What follows belongs to an exercise in optimizing a design on an open flow for small area; a production flow would make more cautious choices.
Only simulation tests tie the RTL to the original design; equivalence was not proved.
No activity file was given, so power comes from the tool's default toggle rates.

## run K
==> flow/design.v <==
module tm_nand2(input a, input b, output y);
  assign y = ~(a & b);
endmodule
module tm_nand3(input a, input b, input c, output y);
  assign y = ~(a & b & c);
endmodule
module tm_nand4(input a, input b, input c, input d, output y);
  assign y = ~(a & b & c & d);
endmodule
module tm_nor2(input a, input b, output y);
  assign y = ~(a | b);
endmodule
module tm_nor4(input a, input b, input c, input d, output y);
  assign y = ~(a | b | c | d);
endmodule
module tm_and4(input a, input b, input c, input d, output y);
  assign y = a & b & c & d;
endmodule
module tm_or2(input a, input b, output y);
  assign y = a | b;
endmodule
module tm_carry4(input cin, input [2:0] rn, output [3:1] t);
  assign t[1] = ~(cin | rn[0]);
  assign t[2] = ~(cin | rn[0] | rn[1]);
  assign t[3] = ~(cin | rn[0] | rn[1] | rn[2]);
endmodule
module tm_cnt_bit(input rn, input t, input d, input wr, input keep, input ovfn,
                  output yn, output e);
  wire x = ~(rn ^ t);           
  assign yn = ~((wr & d) | (keep & x));
  assign e = x ^ ovfn;
endmodule
module tm_cnt_bitn(input rn, input tn, input d, input wr, input keep, input ovfn,
                   output yn, output e);
  wire x = rn ^ tn;
  assign yn = ~((wr & d) | (keep & x));
  assign e = x ^ ovfn;
endmodule
module tm_rd_bit(input on, input cn, input rn, input so, input sc, input sr,
                 output y);
  assign y = ~((on & so) | (rn & sr) | (cn & sc));
endmodule
module timerWrapper(PCLK, PENABLE, PSEL, PRESETN, PWRITE, PREADY, PSLVERR,
                    PADDR, PWDATA, PRDATA);
input PCLK, PENABLE, PSEL, PRESETN, PWRITE;
input  [31:0] PWDATA;
input  [7:0] PADDR;
output [31:0] PRDATA;
output PREADY, PSLVERR;
assign PREADY = 1'b1;
assign PSLVERR = 1'b0;
reg [31:0] ovf_n;          
reg [31:0] ctrl_n;         
reg [31:0] cnt_n;          
reg        cnt_inc;        
reg        cnt_zero;       
reg        overflowReset;  
wire wr     = PSEL & PENABLE & PWRITE;
wire wr_ovf = wr & ~PADDR[3] & ~PADDR[2];
wire wr_cnt = wr & ~PADDR[3] &  PADDR[2];
wire wr_ctl = wr &  PADDR[3] & ~PADDR[2];
wire [31:0] wdata_n;
genvar i;
generate
  for (i = 0; i < 32; i = i + 1) begin : wd
    tm_nand2 u(.a(PWDATA[i]), .b(PRESETN), .y(wdata_n[i]));
  end
endgenerate
wire [6:0] bp;
wire [7:0] bcn;
wire       g03, g46n;
generate
  for (i = 0; i < 7; i = i + 1) begin : prop
    tm_nor4 u_p(.a(cnt_n[4*i]), .b(cnt_n[4*i+1]), .c(cnt_n[4*i+2]),
                .d(cnt_n[4*i+3]), .y(bp[i]));
  end
endgenerate
assign bcn[0] = ~cnt_inc;
tm_nand2 u_bc1(.a(cnt_inc), .b(bp[0]), .y(bcn[1]));
tm_nand3 u_bc2(.a(cnt_inc), .b(bp[0]), .c(bp[1]), .y(bcn[2]));
tm_nand4 u_bc3(.a(cnt_inc), .b(bp[0]), .c(bp[1]), .d(bp[2]), .y(bcn[3]));
tm_and4  u_g03(.a(bp[0]), .b(bp[1]), .c(bp[2]), .d(bp[3]), .y(g03));
tm_nand2 u_bc4(.a(cnt_inc), .b(g03), .y(bcn[4]));
tm_nand3 u_bc5(.a(cnt_inc), .b(g03), .c(bp[4]), .y(bcn[5]));
tm_nand4 u_bc6(.a(cnt_inc), .b(g03), .c(bp[4]), .d(bp[5]), .y(bcn[6]));
tm_nand3 u_g46(.a(bp[4]), .b(bp[5]), .c(bp[6]), .y(g46n));
tm_or2   u_bc7(.a(bcn[4]), .b(g46n), .y(bcn[7]));
wire        keep = ~wr_cnt & ~cnt_zero;
wire [31:0] cnt_d_n;
wire [31:0] eq;
generate
  for (i = 0; i < 8; i = i + 1) begin : blk
    wire [3:1] t;
    tm_carry4 u_c(.cin(bcn[i]), .rn(cnt_n[4*i+2:4*i]), .t(t));
    tm_cnt_bitn u_b0(.rn(cnt_n[4*i]), .tn(bcn[i]), .d(PWDATA[4*i]), .wr(wr_cnt),
                     .keep(keep), .ovfn(ovf_n[4*i]), .yn(cnt_d_n[4*i]),
                     .e(eq[4*i]));
    tm_cnt_bit u_b1(.rn(cnt_n[4*i+1]), .t(t[1]), .d(PWDATA[4*i+1]), .wr(wr_cnt),
                    .keep(keep), .ovfn(ovf_n[4*i+1]), .yn(cnt_d_n[4*i+1]),
                    .e(eq[4*i+1]));
    tm_cnt_bit u_b2(.rn(cnt_n[4*i+2]), .t(t[2]), .d(PWDATA[4*i+2]), .wr(wr_cnt),
                    .keep(keep), .ovfn(ovf_n[4*i+2]), .yn(cnt_d_n[4*i+2]),
                    .e(eq[4*i+2]));
    tm_cnt_bit u_b3(.rn(cnt_n[4*i+3]), .t(t[3]), .d(PWDATA[4*i+3]), .wr(wr_cnt),
                    .keep(keep), .ovfn(ovf_n[4*i+3]), .yn(cnt_d_n[4*i+3]),
                    .e(eq[4*i+3]));
  end
endgenerate
wire [7:0] eqn1;
wire [3:0] eq2;
wire [1:0] eqn3;
wire       eq_all;
generate
  for (i = 0; i < 8; i = i + 1) begin : cmp1
    tm_nand4 u(.a(eq[4*i]), .b(eq[4*i+1]), .c(eq[4*i+2]), .d(eq[4*i+3]), .y(eqn1[i]));
  end
  for (i = 0; i < 4; i = i + 1) begin : cmp2
    tm_nor2 u(.a(eqn1[2*i]), .b(eqn1[2*i+1]), .y(eq2[i]));
  end
  for (i = 0; i < 2; i = i + 1) begin : cmp3
    tm_nand2 u(.a(eq2[2*i]), .b(eq2[2*i+1]), .y(eqn3[i]));
  end
endgenerate
tm_nor2 u_cmp4(.a(eqn3[0]), .b(eqn3[1]), .y(eq_all));
wire hit = cnt_zero ? &ovf_n : eq_all;
always @(posedge PCLK) begin
  if (wr_ovf | ~PRESETN) ovf_n  <= wdata_n;
  if (wr_ctl | ~PRESETN) ctrl_n <= wdata_n;
  cnt_n <= cnt_d_n;
end
always @(posedge PCLK) begin
  if (~PRESETN) begin
    cnt_inc       <= 1'b0;
    cnt_zero      <= 1'b1;
    overflowReset <= 1'b0;
  end else begin
    overflowReset <= wr_ovf;
    if (overflowReset) begin
      cnt_inc  <= 1'b0;
      cnt_zero <= 1'b1;
    end else if (wr_cnt | ctrl_n[0]) begin
      cnt_inc  <= 1'b0;
      cnt_zero <= 1'b0;
    end else begin
      cnt_inc  <= ~hit;
      cnt_zero <= hit;
    end
  end
end
wire sel_ovf = ~PADDR[3] & ~PADDR[2];
wire sel_cnt = ~PADDR[3] &  PADDR[2];
wire sel_ctl =  PADDR[3];
generate
  for (i = 0; i < 32; i = i + 1) begin : rd
    tm_rd_bit u_r(.on(ovf_n[i]), .cn(ctrl_n[i]), .rn(cnt_n[i]),
                  .so(sel_ovf), .sc(sel_ctl), .sr(sel_cnt), .y(PRDATA[i]));
  end
endgenerate
endmodule
==> flow/config.mk <==
export PLATFORM = sky130hd
export DESIGN_NAME = timerWrapper
export DESIGN_NICKNAME = timerWrapper
export VERILOG_FILES = /design/flow/design.v
export SDC_FILE = /design/flow/constraint.sdc
export NUM_CORES = 4
export LEC_CHECK = 0
export CAP_MARGIN = 5
export CORE_MARGIN = 2
export CORE_UTILIZATION = 50
export GPL_TIMING_DRIVEN = 0
export SLEW_MARGIN = 5
export SYNTH_HIERARCHICAL = 1
==> flow/constraint.sdc <==
create_clock -name core_clock -period 3.0 [get_ports {PCLK}]
set_input_delay 0.6000 -clock core_clock [delete_from_list [all_inputs] [get_ports {PCLK}]]
set_output_delay 0.6000 -clock core_clock [all_outputs]
set_load 0.01 [all_outputs]
standard.sh (not shown) runs the stock make flow with config.mk's settings and CLKGATE_MAP_FILE= SYNTH_SCRIPT=/design/flow/synth_recipe.tcl, a recipe that flattens the netlist after the stock synthesis.
==> flow/flow/run.sh <==
#!/bin/bash
# The standard layout (standard.sh), with three changes after the standard
# synthesis: port buffers use the smallest buffer cell, repair may not use the
# largest buffers, and clock tree synthesis adds no dummy loads.
set -euo pipefail
HERE=$(pwd)
bash standard.sh synth > synth.log 2>&1
export BUFFER_PORTS_ARGS="-buffer_cell sky130_fd_sc_hd__buf_1"
for s in FLOORPLAN GLOBAL_PLACE RESIZE REPAIR_TIMING_POST_PLACE CTS GLOBAL_ROUTE DETAIL_PLACE; do
  export PRE_${s}_TCL="$HERE/flow/dontuse.tcl"
done
export CTS_ARGS="-sink_clustering_enable -repair_clock_nets -dont_use_dummy_load -sink_clustering_size 10 -buf_list {sky130_fd_sc_hd__clkbuf_4 sky130_fd_sc_hd__clkbuf_8}"
export RECOVER_POWER=100
bash standard.sh finish > layout.log 2>&1
==> flow/flow/dontuse.tcl <==
# Keep repair from picking the largest buffer cells; trees of smaller ones do.
catch {
  set_dont_use {sky130_fd_sc_hd__buf_16 sky130_fd_sc_hd__buf_12 sky130_fd_sc_hd__buf_8 sky130_fd_sc_hd__buf_6 sky130_fd_sc_hd__bufbuf_16 sky130_fd_sc_hd__bufbuf_8}
}
The flow did not stop early for run K: all stages ran, and the layout cleared the timing, DRC and antenna checks.
## Diff of input files: run Y against run K
--- a/flow/design.v
+++ b/flow/design.v
@@ -9,21 +9,19 @@
 endmodule
 module tm_nor2(input a, input b, output y);
   assign y = ~(a | b);
 endmodule
-module tm_nor4(input a, input b, input c, input d, output y);
-  assign y = ~(a | b | c | d);
-endmodule
 module tm_and4(input a, input b, input c, input d, output y);
   assign y = a & b & c & d;
 endmodule
 module tm_or2(input a, input b, output y);
   assign y = a | b;
 endmodule
-module tm_carry4(input cin, input [2:0] rn, output [3:1] t);
+module tm_blk(input cin, input [3:0] rn, output [3:1] t, output bp);
   assign t[1] = ~(cin | rn[0]);
   assign t[2] = ~(cin | rn[0] | rn[1]);
   assign t[3] = ~(cin | rn[0] | rn[1] | rn[2]);
+  assign bp = ~(rn[0] | rn[1] | rn[2] | rn[3]);
 endmodule
 module tm_cnt_bit(input rn, input t, input d, input wr, input keep, input ovfn,
                   output yn, output e);
   wire x = ~(rn ^ t);           
@@ -68,14 +66,9 @@
 endgenerate
 wire [6:0] bp;
 wire [7:0] bcn;
 wire       g03, g46n;
-generate
-  for (i = 0; i < 7; i = i + 1) begin : prop
-    tm_nor4 u_p(.a(cnt_n[4*i]), .b(cnt_n[4*i+1]), .c(cnt_n[4*i+2]),
-                .d(cnt_n[4*i+3]), .y(bp[i]));
-  end
-endgenerate
+wire       bp7;   
 assign bcn[0] = ~cnt_inc;
 tm_nand2 u_bc1(.a(cnt_inc), .b(bp[0]), .y(bcn[1]));
 tm_nand3 u_bc2(.a(cnt_inc), .b(bp[0]), .c(bp[1]), .y(bcn[2]));
 tm_nand4 u_bc3(.a(cnt_inc), .b(bp[0]), .c(bp[1]), .d(bp[2]), .y(bcn[3]));
@@ -90,9 +83,13 @@
 wire [31:0] eq;
 generate
   for (i = 0; i < 8; i = i + 1) begin : blk
     wire [3:1] t;
-    tm_carry4 u_c(.cin(bcn[i]), .rn(cnt_n[4*i+2:4*i]), .t(t));
+    if (i < 7) begin : b
+      tm_blk u_c(.cin(bcn[i]), .rn(cnt_n[4*i+3:4*i]), .t(t), .bp(bp[i]));
+    end else begin : b
+      tm_blk u_c(.cin(bcn[i]), .rn(cnt_n[4*i+3:4*i]), .t(t), .bp(bp7));
+    end
     tm_cnt_bitn u_b0(.rn(cnt_n[4*i]), .tn(bcn[i]), .d(PWDATA[4*i]), .wr(wr_cnt),
                      .keep(keep), .ovfn(ovf_n[4*i]), .yn(cnt_d_n[4*i]),
                      .e(eq[4*i]));
     tm_cnt_bit u_b1(.rn(cnt_n[4*i+1]), .t(t[1]), .d(PWDATA[4*i+1]), .wr(wr_cnt),
### Flow results
From run K to run Y the numbers moved as follows: clock period minus worst slack rose 0.079 ns; power drawn by the clock network now smaller; power went down about 0.4%; worst hold margin higher. Run Y: final HPWL from detailed placement is 340 um lower than what run K reported. Run Y reports its slowest stage cell on the critical path as sky130_fd_sc_hd__nor2b_4 while run K reports sky130_fd_sc_hd__nor2_4. Wire length on met1 for run Y: about 1.1% down relative to run K.

## what the ideal ports hide
The flow's constraints put no driver on any port. The routed layouts listed below were extracted and timed again, unchanged, in two steps.
Step 1 (the two cells are an assumption about what drives the block):
set clk [get_ports {PCLK}]
set_driving_cell -lib_cell sky130_fd_sc_hd__clkbuf_16 $clk
set_driving_cell -lib_cell sky130_fd_sc_hd__buf_2 [delete_from_list [all_inputs] $clk]
Step 2 adds t to the input delays and takes it off the output delays; t is the mean of the earliest and latest rising clock arrival at the registers after step 1. Input paths then give back, and output paths get back, about the clock's delay inside the block.
a / b / c = ideal / step 1 / step 2; a / b = the first two.
run | t, ns | setup slack, ns | worst data-port slew with drivers (ns) | cell pins on the clock port's net
run K | 0.376 | 0.203 / 0.180 / -0.009 | 0.04 | 1
run Y | 0.371 | 0.124 / 0.100 / -0.161 | 0.03 | 1
With both steps, setup timing fails in run K and run Y, where it was met with ideal ports. The setup slack of run Y, which loses most, moves by -0.024 ns with the drivers and by -0.285 ns with both steps.
